Context: an optimization exercise on an open-source flow, tuned for small area. The choices shown serve that exercise and are no tape-out recipe.
Function was checked by simulation only, so behaviour that the tests miss may differ from the original.
Power figures rest on the tool's default switching activity, not on a simulated workload.

red:
==> flow/design.v (excerpt) <==
module top_robotic_arm (
    input clk,
    input reset,
    input rst,
    input load_rom_data,
    input select_source,
    input [9:0] x_accel,
    input [9:0] y_accel,
    input [9:0] z_accel,
    output [0:6] HEX_0, HEX_1, HEX_2, HEX_3, HEX_4, HEX_5,
    output [9:0] leds,
    output reg pwm_servo1,
    output reg pwm_servo2,
    output reg pwm_servo3,
    output hsync_out,
    output vsync_out,
    output [3:0] VGA_R,
    output [3:0] VGA_G,
    output [3:0] VGA_B
);
function ge_c(input [15:0] x, input [15:0] c);
    integer i;
    reg g;
    begin
        g = 1'b1;
        for (i = 0; i < 16; i = i + 1)
            g = c[i] ? (x[i] & g) : (x[i] | g);
        ge_c = g;
    end
endfunction
function gt9(input [8:0] a, input [8:0] b);
    integer i;
    reg g;
    begin
        g = 1'b0;
        for (i = 0; i < 9; i = i + 1)
            g = (a[i] & ~b[i]) | (~(a[i] ^ b[i]) & g);
        gt9 = g;
    end
endfunction
reg [12:0] deb_cnt;
wire deb_match = (deb_cnt == 13'd1715);  
wire deb_two = (deb_cnt == 13'd7);       
always @(posedge clk)
    if (reset)
        deb_cnt <= 13'd1;
    else if (deb_match)
        deb_cnt <= 13'd3;
    else
        deb_cnt <= {deb_cnt[11:0], deb_cnt[12] ^ deb_cnt[0]};
reg rst_lvl, rst_rise, load_lvl, load_rise;
always @(posedge clk)
    if (reset) begin
  ...
Size: about 1100 cells after synthesis, ~100 I/O pins, ~6700 sq um of cells after synthesis.
==> flow/config.mk <==
export PLATFORM = sky130hd
export DESIGN_NAME = top_robotic_arm
export DESIGN_NICKNAME = top_robotic_arm
export VERILOG_FILES = /design/flow/design.v
export SDC_FILE = /design/flow/constraint.sdc
export NUM_CORES = 4
export LEC_CHECK = 0
export ABC_AREA = 1
export CAP_MARGIN = 20
export CORE_MARGIN = 2
export CORE_UTILIZATION = 40
export SLEW_MARGIN = 20
==> flow/constraint.sdc <==
create_clock -name core_clock -period 50.0 [get_ports {clk}]
set_input_delay 10.0000 -clock core_clock [delete_from_list [all_inputs] [get_ports {clk}]]
set_output_delay 10.0000 -clock core_clock [all_outputs]
set_load 0.01 [all_outputs]
standard.sh (not shown) runs the stock make flow with config.mk's settings and CLKGATE_MAP_FILE= SYNTH_SCRIPT=/design/flow/synth_recipe.tcl, a recipe that flattens the netlist after the stock synthesis.
==> flow/flow/run.sh <==
#!/bin/bash
# Layout flow:
#  1. the standard synthesis (std.v), the reference for the registers;
#  2. four candidate netlists: std.v with its combinational logic mapped
#     again by ABC for area (deepsyn with four seeds); flip-flops, their
#     names and cells stay those of std.v;
#  3. the smallest candidate that yosys proves equivalent to std.v is used
#     (std.v itself if none is);
#  4. the standard layout from that netlist, with 1x port buffers and a
#     clock tree without dummy loads.
# Each tool's output goes to a log file of its own here.
set -u
W=$PWD
F=$W/flow
LIB=$FLOW_HOME/platforms/$FLOW_PLATFORM/lib/sky130_fd_sc_hd__tt_025C_1v80.lib
R=orfs/results/$FLOW_PLATFORM/top_robotic_arm/base

bash standard.sh synth > synth_std.log 2>&1 || exit 1
cp $R/1_2_yosys.v std.v
mv orfs orfs_synth

DU=""
for c in $(sed -n '/^export DONT_USE_CELLS/,/^$/p' $FLOW_HOME/platforms/$FLOW_PLATFORM/config.mk | tr -d '\\' | grep -o 'sky130_fd_sc_hd__[a-z0-9_]*'); do
  DU="$DU -dont_use $c"
done

cand() { # name script-template seed
  sed -e "s#@SEED@#$3#g" $F/area.abc > $1.abc
  sed -e "s#@LIB@#$LIB#g" -e "s#@DU@#$DU#g" -e "s#@TOP@#$FLOW_TOP#g" \
      -e "s#@ABC@#$1.abc#g" -e "s#@OUT@#$1.v#g" $F/$2 > $1.ys
  yosys -s $1.ys > $1.log 2>&1 || rm -f $1.v
}
cand c1 resyn.ys.in 1 &
cand c2 resyn.ys.in 2 &
cand c3 resyn.ys.in 3 &
cand c4 resyn.ys.in 4 &
wait

area() { grep "Chip area for module '\\\\$FLOW_TOP'" $1.log | tail -1 | awk '{print $NF}'; }
: > candidates.txt
for c in c1 c2 c3 c4; do
  [ -f $c.v ] && echo "$(area $c) $c" >> candidates.txt
done
sort -g candidates.txt -o candidates.txt
cp std.v netlist.v
flops() { grep -oE "sky130_fd_sc_hd__(df|ed|sd|dl)[a-z0-9_]* +[^ ]+" $1 | sort; }
flops std.v > flops_std.txt
for c in $(awk '{print $2}' candidates.txt); do
  flops $c.v > flops_$c.txt
  cmp -s flops_std.txt flops_$c.txt || continue
  sed -e "s#@LIB@#$LIB#g" -e "s#@OUT@#$c.v#g" $F/equiv.ys.in > equiv_$c.ys
  if timeout 1200 yosys -s equiv_$c.ys > equiv_$c.log 2>&1; then
    cp $c.v netlist.v
    echo "chosen $c" >> candidates.txt
    break
  fi
done

bash standard.sh SYNTH_NETLIST_FILES=$W/netlist.v REMOVE_ABC_BUFFERS=1 \
  BUFFER_PORTS_ARGS="-buffer_cell sky130_fd_sc_hd__buf_1" \
  CTS_ARGS="-sink_clustering_enable -repair_clock_nets -dont_use_dummy_load -buf_list {sky130_fd_sc_hd__clkbuf_4 sky130_fd_sc_hd__clkbuf_8}" \
  finish > layout.log 2>&1
Other scripts of this flow, unchanged in this note and not shown: flow/flow/area.abc, flow/flow/equiv.ys.in, flow/flow/resyn.ys.in
red was carried through to the last stage, and its layout satisfied the timing, DRC and antenna checks.
Input-level comparison between blue and red:
--- a/flow/design.v
+++ b/flow/design.v
@@ -35,23 +35,21 @@
         g = 1'b0;
         for (i = 0; i < 9; i = i + 1)
             g = (a[i] & ~b[i]) | (~(a[i] ^ b[i]) & g);
         gt9 = g;
     end
 endfunction
 reg [12:0] deb_cnt;
-wire deb_match = (deb_cnt == 13'd1715);  
-wire deb_two = (deb_cnt == 13'd7);       
+wire deb_match = deb_cnt[12] & deb_cnt[9] & deb_cnt[8] & deb_cnt[7] & deb_cnt[3];  
+wire deb_two = (deb_cnt == 13'd2);  
 always @(posedge clk)
-    if (reset)
-        deb_cnt <= 13'd1;
-    else if (deb_match)
-        deb_cnt <= 13'd3;
+    if (reset | deb_match)
+        deb_cnt <= {12'd0, ~reset};
     else
-        deb_cnt <= {deb_cnt[11:0], deb_cnt[12] ^ deb_cnt[0]};
+        deb_cnt <= deb_cnt + 13'd1;
 reg rst_lvl, rst_rise, load_lvl, load_rise;
 always @(posedge clk)
     if (reset) begin
         rst_lvl <= 1'b0;
         rst_rise <= 1'b0;
         load_lvl <= 1'b0;
         load_rise <= 1'b0;
@@ -107,34 +105,34 @@
 assign leds = {{5{zs[9]}}, {5{~zs[9]}}};
 reg [13:0] q;
 reg [7:0] s;
 reg [4:0] acc;
 wire q_wrap = q[13] & q[12] & q[10] & q[8] & q[5] & q[2] & q[1] & q[0];  
 wire late = (q[13:9] != 5'd0);                                         
 wire long_step = late ? ge_c(acc, 22) : ((acc == 5'd0) | ge_c(acc, 23));
-wire step = long_step ? (s == 8'd185) : (s == 8'd184);
+wire step = long_step ? (s == 8'd83) : (s == 8'd169);
 reg [4:0] acc_next;
 integer ai;
 always @* begin
     acc_next = 5'd0;
     for (ai = 0; ai < 27; ai = ai + 1)
         if (acc == ai)
             acc_next = (ai + 5) % 27;
 end
 always @(posedge clk)
     if (rstp | q_wrap) begin
         q <= 14'd107;
-        s <= 8'd0;
+        s <= 8'd1;
         acc <= 5'd0;
     end else if (step) begin
         q <= q + 14'd1;
-        s <= 8'd0;
+        s <= 8'd1;
         acc <= acc_next;
     end else begin
-        s <= s + 8'd1;
+        s <= {s[6:0], s[7] ^ s[2]};
     end
 wire ph0 = ~ge_c(q, 242);
 wire ph1 = ~ph0 & ~late;
 wire ph2 = (q[13:9] == 5'd1) & ~ge_c(q[8:0], 270);
 function pwm_level(input [9:0] v, input [8:0] t, input p0, input p1, input p2);
     reg gt;
     begin
@@ -204,16 +202,15 @@
 wire t_nz = (xd[7:4] != 4'd0);
 assign HEX_0 = seg7(xd[3:0]);
 assign HEX_1 = (t_nz | h_nz) ? seg7(xd[7:4]) : (x_neg ? 7'b1111110 : 7'b1111111);
 assign HEX_2 = h_nz ? seg7(xd[11:8]) : ((x_neg & t_nz) ? 7'b1111110 : 7'b1111111);
 assign HEX_3 = {6'b111111, ~(x_neg & h_nz)};
 assign HEX_4 = 7'b1111111;
 assign HEX_5 = 7'b1111111;
-reg half;
-always @(posedge clk) half <= ~reset & ~half;
+wire half = deb_cnt[0];
 reg [7:0] ca;
 reg [2:0] cb;
 reg [3:0] la;
 reg [5:0] lb;
 wire cb_end = cb[2];                                   
 wire cx_end = ca[7] & ca[5] & (cb == 3'd0);            
 wire lb_end = lb[5] & lb[4] & lb[0];                   
Notes after the runs:
- When the final numbers for red and blue were put side by side, the post-detailed-route wirelength per cell turned out to be greater in blue.
- Comparing sequential cell count for red and blue, the bigger number came from red.
- Summary of the comparison: slew at the pin closest to its max-slew limit is higher in blue, relative to red.
- In the reports for red and blue, the smaller first-pass iteration count of the detailed router belongs to red.
- red has lower gate count after technology mapping than blue.
- Compared with red, blue shows combinational power lower by 3.9%.
- Overall global routing resource usage | blue above red
- Relative to red, the data arrival at the endpoint of the critical path of blue is lower by 50 ps.
- blue: maximum number of pins on one net before global-route repair lower than red
- Of red and blue, the run reporting the lower final area was red.
- Per the comparison of blue with red, sequential share of layout area went down 0.53 points, multi-input gate area in the final layout moved up.
- Going from red to blue, overall power now smaller; first-pass GRT wire length now larger.

[separate check: timing with driven ports]
The flow's constraints put no driver on any port. The routed layouts listed below were extracted and timed again, unchanged, in two steps. Step 1, drivers: a clkbuf_16 drives clk and a buf_2 each remaining input, both assumed. Step 2 moves the port delays by t, midway between the first and last clock arrival at a register: inputs arrive t later, outputs are due t later. That takes back most of the time a late clock gives input paths. Slacks: ideal / step 1 / step 2; pairs: ideal / step 1.
run | shift t [ns] | setup slack, ns | worst setup path at the end | latest minus earliest clock arrival (ns)
red | 0.377 | 20.157 / 20.138 / 20.138 | input to output | 0.031 / 0.031
blue | 0.387 | 20.212 / 20.190 / 20.190 | input to output | 0.034 / 0.035
After both steps setup and hold are still met in every run listed. The setup slack of blue, which loses most, moves by -0.022 ns with the drivers and by -0.022 ns with both steps.
